This is an optimization exercise on Yosys and OpenROAD, whose aim is small area, not a production implementation. In this exercise RTL edits were held to simulation tests only and were not proved equivalent to the original.

==> inputs of job 1748 <==
==> flow/design.v <==
module median_filter_resource_optimized
(
    input                ck100m,
    input                srst_n,
    input                enable,
    input        [15:0]  in,
    output               out_enable,
    output reg   [15:0]  out
);
    localparam int NT = 7;              
    localparam int L  = 17;             
    reg [15:0] win  [0:9];
    reg [15:0] tail [0:NT-1];            
    reg [1:0]  lane [0:9];               
    reg [L-1:0] cand;
    reg [3:0]  m;
    reg [3:0]  nval;                     
    reg [6:0]  q;                        
    wire idle = ~q[6] & ~q[1];           
    assign out_enable = ~q[1] & q[0];    
    wire s12  = ~q[2] & q[1];            
    logic [7:0] sel;                     
    logic [7:0] nsel;                    
    logic nidle;                         
    always_comb begin
        sel[0] = idle;
        for (int j = 1; j < 7; j++) sel[j] = q[7-j] & ~q[6-j];
        sel[7] = q[6] & q[0];
        nidle = (idle & ~enable) | s12;
        nsel[0] = nidle;
        nsel[1] = idle & enable;
        for (int j = 2; j < 8; j++) nsel[j] = sel[j-1];
    end
    logic [3:0] nval_next;
    always_comb nval_next = nval + {3'd0, enable && nval != 4'd10};
    always @(posedge ck100m or negedge srst_n) begin
        if (~srst_n) begin
            q    <= 7'd0;
            nval <= 4'd0;
        end else begin
            q    <= {idle ? enable : ~q[0], q[6:1]};
            nval <= nval_next;
        end
    end
    logic [15:0] w9sh;
    always_comb begin
        w9sh = '0;
        for (int j = 0; j < 7; j++)
            if (sel[j]) w9sh = w9sh | (win[9] << (2*j + 2));
    end
    logic [1:0] xw [0:9];
    logic [1:0] xin;
    always_comb begin
        for (int n = 0; n < 10; n++) begin
            xw[n] = 2'b00;
            for (int j = 0; j < 8; j++)
                if (nsel[j]) xw[n] = xw[n] | win[n][15-2*j -: 2];
        end
        xin = 2'b00;
        for (int j = 0; j < 8; j++)
            if (nsel[j]) xin = xin | in[15-2*j -: 2];
    end
    always @(posedge ck100m) begin
        if (enable) begin
            win[0]  <= in;
            lane[0] <= xin;
            for (int i = 1; i < 10; i++) begin
                win[i]  <= win[i-1];
                lane[i] <= xw[i-1];
            end
        end else begin
            for (int i = 0; i < 10; i++) lane[i] <= xw[i];
        end
        tail[0][15:2] <= w9sh[15:2];
        for (int t = 1; t < NT; t++)
            for (int b = 2 + 2*t; b < 16; b++) tail[t][b] <= tail[t-1][b-2];
    end
    function automatic [3:0] tsum(input [16:0] x, input [3:0] m);
        logic t1, t2, t3, t4, t5, t6, t7, t8, t9, t10, t11, t12, t13, t14, t15, t16, t17, t18, t19, t20, t21, t22, t23, t24, t25, t26, t27, t28, t29, t30, g0, g1, g2, p0, p1, p2, c1, c2, c3;
        t1 = m[0] ^ x[0] ^ x[10]; t2 = (m[0] & x[0]) | (m[0] & x[10]) | (x[0] & x[10]);
        t3 = x[11] ^ x[12] ^ x[13]; t4 = (x[11] & x[12]) | (x[11] & x[13]) | (x[12] & x[13]);
        t5 = x[14] ^ x[15] ^ x[16]; t6 = (x[14] & x[15]) | (x[14] & x[16]) | (x[15] & x[16]);
        t7 = x[1] ^ x[2] ^ x[3]; t8 = (x[1] & x[2]) | (x[1] & x[3]) | (x[2] & x[3]);
        t9 = x[4] ^ x[5] ^ x[6]; t10 = (x[4] & x[5]) | (x[4] & x[6]) | (x[5] & x[6]);
        t11 = x[7] ^ x[8] ^ x[9]; t12 = (x[7] & x[8]) | (x[7] & x[9]) | (x[8] & x[9]);
        t13 = t1 ^ t11 ^ t3; t14 = (t1 & t11) | (t1 & t3) | (t11 & t3);
        t15 = t5 ^ t7 ^ t9; t16 = (t5 & t7) | (t5 & t9) | (t7 & t9);
        t17 = m[1] ^ t10 ^ t12; t18 = (m[1] & t10) | (m[1] & t12) | (t10 & t12);
        t19 = t2 ^ t4 ^ t6; t20 = (t2 & t4) | (t2 & t6) | (t4 & t6);
        t21 = t8 ^ t14 ^ t16; t22 = (t8 & t14) | (t8 & t16) | (t14 & t16);
        t23 = t17 ^ t19 ^ t21; t24 = (t17 & t19) | (t17 & t21) | (t19 & t21);
        t25 = m[2] ^ t18 ^ t20; t26 = (m[2] & t18) | (m[2] & t20) | (t18 & t20);
        t27 = t22 ^ t25 ^ t24; t28 = (t22 & t25) | (t22 & t24) | (t25 & t24);
        t29 = m[3] ^ t26 ^ t28; t30 = (m[3] & t26) | (m[3] & t28) | (t26 & t28);
        g0 = t13 & t15; p0 = t13 ^ t15;
        g1 = t23 & 1'b0; p1 = t23 ^ 1'b0;
        g2 = t27 & 1'b0; p2 = t27 ^ 1'b0;
        c1 = g0; c2 = g1 | (p1 & g0); c3 = g2 | (p2 & g1) | (p2 & p1 & g0);
        tsum = {c3 | t29 | t30, p2 ^ c2, p1 ^ c1, p0};
    endfunction
    logic [1:0] ln [0:L-1];
    logic [L-1:0] lt1, lt2, lt3, c_new;
    logic [3:0] s1, s2, s3, m_new;
    logic i1, i2, i3, ok1, ok2, ok3, cin;
    logic [1:0] d;
    always_comb begin
        for (int n = 0; n < 10; n++) ln[n] = lane[n];
        for (int t = 0; t < NT; t++) ln[10+t] = tail[t][15:14];
        for (int n = 0; n < L; n++) begin
            lt1[n] = cand[n] & ~ln[n][1] & ~ln[n][0];
            lt2[n] = cand[n] & ~ln[n][1];
            lt3[n] = cand[n] & ~(ln[n][1] & ln[n][0]);
        end
        i1 = idle & ~in[15] & ~in[14];
        i2 = idle & ~in[15];
        i3 = idle & ~(in[15] & in[14]);
        s1 = tsum(lt1, m);
        s2 = tsum(lt2, m);
        s3 = tsum(lt3, m);
        ok1 = ~s1[3] & ~(i1 & (s1[2:0] == 3'd7));
        ok2 = ~s2[3] & ~(i2 & (s2[2:0] == 3'd7));
        ok3 = ~s3[3] & ~(i3 & (s3[2:0] == 3'd7));
        if (ok3)      begin d = 2'd3; m_new = s3 + {3'd0, i3}; end
        else if (ok2) begin d = 2'd2; m_new = s2 + {3'd0, i2}; end
        else if (ok1) begin d = 2'd1; m_new = s1 + {3'd0, i1}; end
        else          begin d = 2'd0; m_new = m; end
        for (int n = 0; n < L; n++) c_new[n] = cand[n] & (ln[n] == d);
        cin = idle & (in[15:14] == d);
    end
    always @(posedge ck100m or negedge srst_n) begin
        if (~srst_n) begin
            cand <= '0;
            m    <= 4'd12;
        end else if (nidle) begin
            for (int n = 0; n < L; n++) cand[n] <= (n < 10) && (n < nval_next);
            m <= 4'd12 - nval_next;
        end else begin
            m <= m_new;
            cand[9:0]    <= enable ? {c_new[8:0], cin} : c_new[9:0];
            cand[10]     <= enable & c_new[9];
            cand[L-1:11] <= c_new[L-2:10];
        end
    end
    always @(posedge ck100m) begin
        for (int j = 0; j < 8; j++)
            if (sel[j]) out[15-2*j -: 2] <= d;
    end
endmodule
==> flow/run.sh <==
#!/bin/bash
# synth_recipe.tcl (not shown) runs the flow's synth.tcl, then flattens the netlist and writes it again
# the make line also repeats each setting of config.mk as NAME=value (left out here)
make -C /OpenROAD-flow-scripts/flow DESIGN_CONFIG=/design/flow/config.mk WORK_HOME=/design/flow/orfs CLKGATE_MAP_FILE= SYNTH_SCRIPT=/design/flow/synth_recipe.tcl finish
==> flow/config.mk <==
export PLATFORM = sky130hd
export DESIGN_NAME = median_filter_resource_optimized
export DESIGN_NICKNAME = median_filter_resource_optimized
export VERILOG_FILES = /design/flow/design.v
export SDC_FILE = /design/flow/constraint.sdc
export NUM_CORES = 4
export LEC_CHECK = 0
export CAP_MARGIN = 20
export CORE_MARGIN = 2
export CORE_UTILIZATION = 40
export CTS_BUF_LIST = sky130_fd_sc_hd__clkbuf_4 sky130_fd_sc_hd__clkbuf_8
export SLEW_MARGIN = 20
==> flow/constraint.sdc <==
create_clock -name core_clock -period 5.0 [get_ports {ck100m}]
set_input_delay 1.0000 -clock core_clock [delete_from_list [all_inputs] [get_ports {ck100m}]]
set_output_delay 1.0000 -clock core_clock [all_outputs]
set_load 0.01 [all_outputs]
==> job 2021: changes against job 1748 <==
--- a/flow/design.v
+++ b/flow/design.v
@@ -56,9 +56,7 @@
             for (int j = 0; j < 8; j++)
                 if (nsel[j]) xw[n] = xw[n] | win[n][15-2*j -: 2];
         end
-        xin = 2'b00;
-        for (int j = 0; j < 8; j++)
-            if (nsel[j]) xin = xin | in[15-2*j -: 2];
+        xin = nidle ? in[15:14] : in[13:12];
     end
     always @(posedge ck100m) begin
         if (enable) begin
@@ -75,8 +73,8 @@
         for (int t = 1; t < NT; t++)
             for (int b = 2 + 2*t; b < 16; b++) tail[t][b] <= tail[t-1][b-2];
     end
-    function automatic [3:0] tsum(input [16:0] x, input [3:0] m);
-        logic t1, t2, t3, t4, t5, t6, t7, t8, t9, t10, t11, t12, t13, t14, t15, t16, t17, t18, t19, t20, t21, t22, t23, t24, t25, t26, t27, t28, t29, t30, g0, g1, g2, p0, p1, p2, c1, c2, c3;
+    function automatic [3:0] tsum(input [17:0] x, input [3:0] m);
+        logic t1, t2, t3, t4, t5, t6, t7, t8, t9, t10, t11, t12, t13, t14, t15, t16, t17, t18, t19, t20, t21, t22, t23, t24, t25, t26, t27, t28, t29, t30, t31, t32, g0, g1, g2, p0, p1, p2, c1, c2, c3;
         t1 = m[0] ^ x[0] ^ x[10]; t2 = (m[0] & x[0]) | (m[0] & x[10]) | (x[0] & x[10]);
         t3 = x[11] ^ x[12] ^ x[13]; t4 = (x[11] & x[12]) | (x[11] & x[13]) | (x[12] & x[13]);
         t5 = x[14] ^ x[15] ^ x[16]; t6 = (x[14] & x[15]) | (x[14] & x[16]) | (x[15] & x[16]);
@@ -85,47 +83,42 @@
         t11 = x[7] ^ x[8] ^ x[9]; t12 = (x[7] & x[8]) | (x[7] & x[9]) | (x[8] & x[9]);
         t13 = t1 ^ t11 ^ t3; t14 = (t1 & t11) | (t1 & t3) | (t11 & t3);
         t15 = t5 ^ t7 ^ t9; t16 = (t5 & t7) | (t5 & t9) | (t7 & t9);
-        t17 = m[1] ^ t10 ^ t12; t18 = (m[1] & t10) | (m[1] & t12) | (t10 & t12);
-        t19 = t2 ^ t4 ^ t6; t20 = (t2 & t4) | (t2 & t6) | (t4 & t6);
-        t21 = t8 ^ t14 ^ t16; t22 = (t8 & t14) | (t8 & t16) | (t14 & t16);
-        t23 = t17 ^ t19 ^ t21; t24 = (t17 & t19) | (t17 & t21) | (t19 & t21);
-        t25 = m[2] ^ t18 ^ t20; t26 = (m[2] & t18) | (m[2] & t20) | (t18 & t20);
-        t27 = t22 ^ t25 ^ t24; t28 = (t22 & t25) | (t22 & t24) | (t25 & t24);
-        t29 = m[3] ^ t26 ^ t28; t30 = (m[3] & t26) | (m[3] & t28) | (t26 & t28);
-        g0 = t13 & t15; p0 = t13 ^ t15;
-        g1 = t23 & 1'b0; p1 = t23 ^ 1'b0;
-        g2 = t27 & 1'b0; p2 = t27 ^ 1'b0;
+        t17 = t13 ^ t15 ^ x[17]; t18 = (t13 & t15) | (t13 & x[17]) | (t15 & x[17]);
+        t19 = m[1] ^ t10 ^ t12; t20 = (m[1] & t10) | (m[1] & t12) | (t10 & t12);
+        t21 = t2 ^ t4 ^ t6; t22 = (t2 & t4) | (t2 & t6) | (t4 & t6);
+        t23 = t8 ^ t14 ^ t16; t24 = (t8 & t14) | (t8 & t16) | (t14 & t16);
+        t25 = t19 ^ t21 ^ t23; t26 = (t19 & t21) | (t19 & t23) | (t21 & t23);
+        t27 = m[2] ^ t20 ^ t22; t28 = (m[2] & t20) | (m[2] & t22) | (t20 & t22);
+        t29 = t24 ^ t27 ^ t26; t30 = (t24 & t27) | (t24 & t26) | (t27 & t26);
+        t31 = m[3] ^ t28 ^ t30; t32 = (m[3] & t28) | (m[3] & t30) | (t28 & t30);
+        g0 = t17 & 1'b0; p0 = t17 ^ 1'b0;
+        g1 = t18 & t25; p1 = t18 ^ t25;
+        g2 = t29 & 1'b0; p2 = t29 ^ 1'b0;
         c1 = g0; c2 = g1 | (p1 & g0); c3 = g2 | (p2 & g1) | (p2 & p1 & g0);
-        tsum = {c3 | t29 | t30, p2 ^ c2, p1 ^ c1, p0};
+        tsum = {c3 | t31 | t32, p2 ^ c2, p1 ^ c1, p0};
     endfunction
-    logic [1:0] ln [0:L-1];
-    logic [L-1:0] lt1, lt2, lt3, c_new;
+    logic [1:0] ln [0:L];
+    logic [L:0] cc, lt1, lt2, lt3, c_new;
     logic [3:0] s1, s2, s3, m_new;
-    logic i1, i2, i3, ok1, ok2, ok3, cin;
     logic [1:0] d;
     always_comb begin
         for (int n = 0; n < 10; n++) ln[n] = lane[n];
         for (int t = 0; t < NT; t++) ln[10+t] = tail[t][15:14];
-        for (int n = 0; n < L; n++) begin
-            lt1[n] = cand[n] & ~ln[n][1] & ~ln[n][0];
-            lt2[n] = cand[n] & ~ln[n][1];
-            lt3[n] = cand[n] & ~(ln[n][1] & ln[n][0]);
+        ln[L] = in[15:14];
+        cc = {idle, cand};
+        for (int n = 0; n <= L; n++) begin
+            lt1[n] = cc[n] & ~ln[n][1] & ~ln[n][0];
+            lt2[n] = cc[n] & ~ln[n][1];
+            lt3[n] = cc[n] & ~(ln[n][1] & ln[n][0]);
         end
-        i1 = idle & ~in[15] & ~in[14];
-        i2 = idle & ~in[15];
-        i3 = idle & ~(in[15] & in[14]);
         s1 = tsum(lt1, m);
         s2 = tsum(lt2, m);
         s3 = tsum(lt3, m);
-        ok1 = ~s1[3] & ~(i1 & (s1[2:0] == 3'd7));
-        ok2 = ~s2[3] & ~(i2 & (s2[2:0] == 3'd7));
-        ok3 = ~s3[3] & ~(i3 & (s3[2:0] == 3'd7));
-        if (ok3)      begin d = 2'd3; m_new = s3 + {3'd0, i3}; end
-        else if (ok2) begin d = 2'd2; m_new = s2 + {3'd0, i2}; end
-        else if (ok1) begin d = 2'd1; m_new = s1 + {3'd0, i1}; end
-        else          begin d = 2'd0; m_new = m; end
-        for (int n = 0; n < L; n++) c_new[n] = cand[n] & (ln[n] == d);
-        cin = idle & (in[15:14] == d);
+        if (!s3[3])      begin d = 2'd3; m_new = s3; end
+        else if (!s2[3]) begin d = 2'd2; m_new = s2; end
+        else if (!s1[3]) begin d = 2'd1; m_new = s1; end
+        else             begin d = 2'd0; m_new = m; end
+        for (int n = 0; n <= L; n++) c_new[n] = cc[n] & (ln[n] == d);
     end
     always @(posedge ck100m or negedge srst_n) begin
         if (~srst_n) begin
@@ -136,7 +129,7 @@
             m <= 4'd12 - nval_next;
         end else begin
             m <= m_new;
-            cand[9:0]    <= enable ? {c_new[8:0], cin} : c_new[9:0];
+            cand[9:0]    <= enable ? {c_new[8:0], c_new[L]} : c_new[9:0];
             cand[10]     <= enable & c_new[9];
             cand[L-1:11] <= c_new[L-2:10];
         end
==> flow/flow/run.sh (new file) <==
#!/bin/bash
# The standard layout (standard.sh), with two changes:
#  - the port buffers are sky130_fd_sc_hd__buf_1 rather than the default choice;
#  - clock tree synthesis inserts no dummy loads and builds the tree from
#    sky130_fd_sc_hd__clkbuf_4, with small sink clusters (at most 9 sinks,
#    35 um across) so that every flip-flop clock pin keeps a fast slew.
# make's full output goes to flow.log in this folder; ORFS keeps each step's log
# under orfs/logs/.
set -euo pipefail
bash standard.sh \
  "BUFFER_PORTS_ARGS=-buffer_cell sky130_fd_sc_hd__buf_1" \
  "CTS_ARGS=-sink_clustering_enable -repair_clock_nets -dont_use_dummy_load -buf_list sky130_fd_sc_hd__clkbuf_4 -sink_clustering_size 9 -sink_clustering_max_diameter 35" \
  finish > flow.log 2>&1
==> flow/standard.sh (new file) <==
#!/bin/bash
# synth_recipe.tcl (not shown) runs the flow's synth.tcl, then flattens the netlist and writes it again
# the make line also repeats each setting of config.mk as NAME=value (left out here)
make -C /OpenROAD-flow-scripts/flow DESIGN_CONFIG=/design/flow/config.mk WORK_HOME=/design/flow/orfs CLKGATE_MAP_FILE= SYNTH_SCRIPT=/design/flow/synth_recipe.tcl "${@:-finish}"
ABC_AREA = 1   (was not set)
CTS_BUF_LIST = not set   (was sky130_fd_sc_hd__clkbuf_4 sky130_fd_sc_hd__clkbuf_8)
CTS_CLUSTER_DIAMETER = 35   (was not set)
CTS_CLUSTER_SIZE = 9   (was not set)
removed: flow/run.sh
==> flow_summary.json <==
{
  "fin_cells": 1469,
  "multi_input_area_share_pct": 30.4,
  "place_area_um2": 13400,
  "status": "timing/DRC/antenna clean"
}
The numbers above come from job 1748.

==> flow_summary.json <==
{
  "r2r-end": "cand[7]",
  "cpMostUsedCell": "fa_1",
  "crit_end": "cand[7]",
  "critPathKind": "flip-flop to flip-flop",
  "place_area_um2": 12600,
  "fin_cells": 1562,
  "synth_edf_count": 176,
  "status": "timing/DRC/antenna clean"
}
The numbers above come from job 2021.

port drivers added, routing unchanged:
The results above use ideal ports. As a check the final layouts listed here were re-extracted and re-timed, cells and wires unchanged.
Step 1 sets driving cells, clkbuf_16 on the clock port and buf_2 on the other inputs (assumed; they add their load-dependent delay and slew).
Step 2 times the ports against the registers' clock, not the clock port: input delays grow and output delays shrink by t, the midpoint of the rising clock arrivals with the driver on.
a / b / c = ideal / step 1 / step 2; a / b = the first two.
| run | t (ns) | setup WS [ns] | cell pins on the clock port's net |
|---|---|---|---|
| job 1748 | 0.605 | 0.125 / 0.125 / 0.125 | 1 |
| job 2021 | 0.675 | 0.376 / 0.376 / 0.376 | 1 |
After both steps every run listed still meets setup and hold.
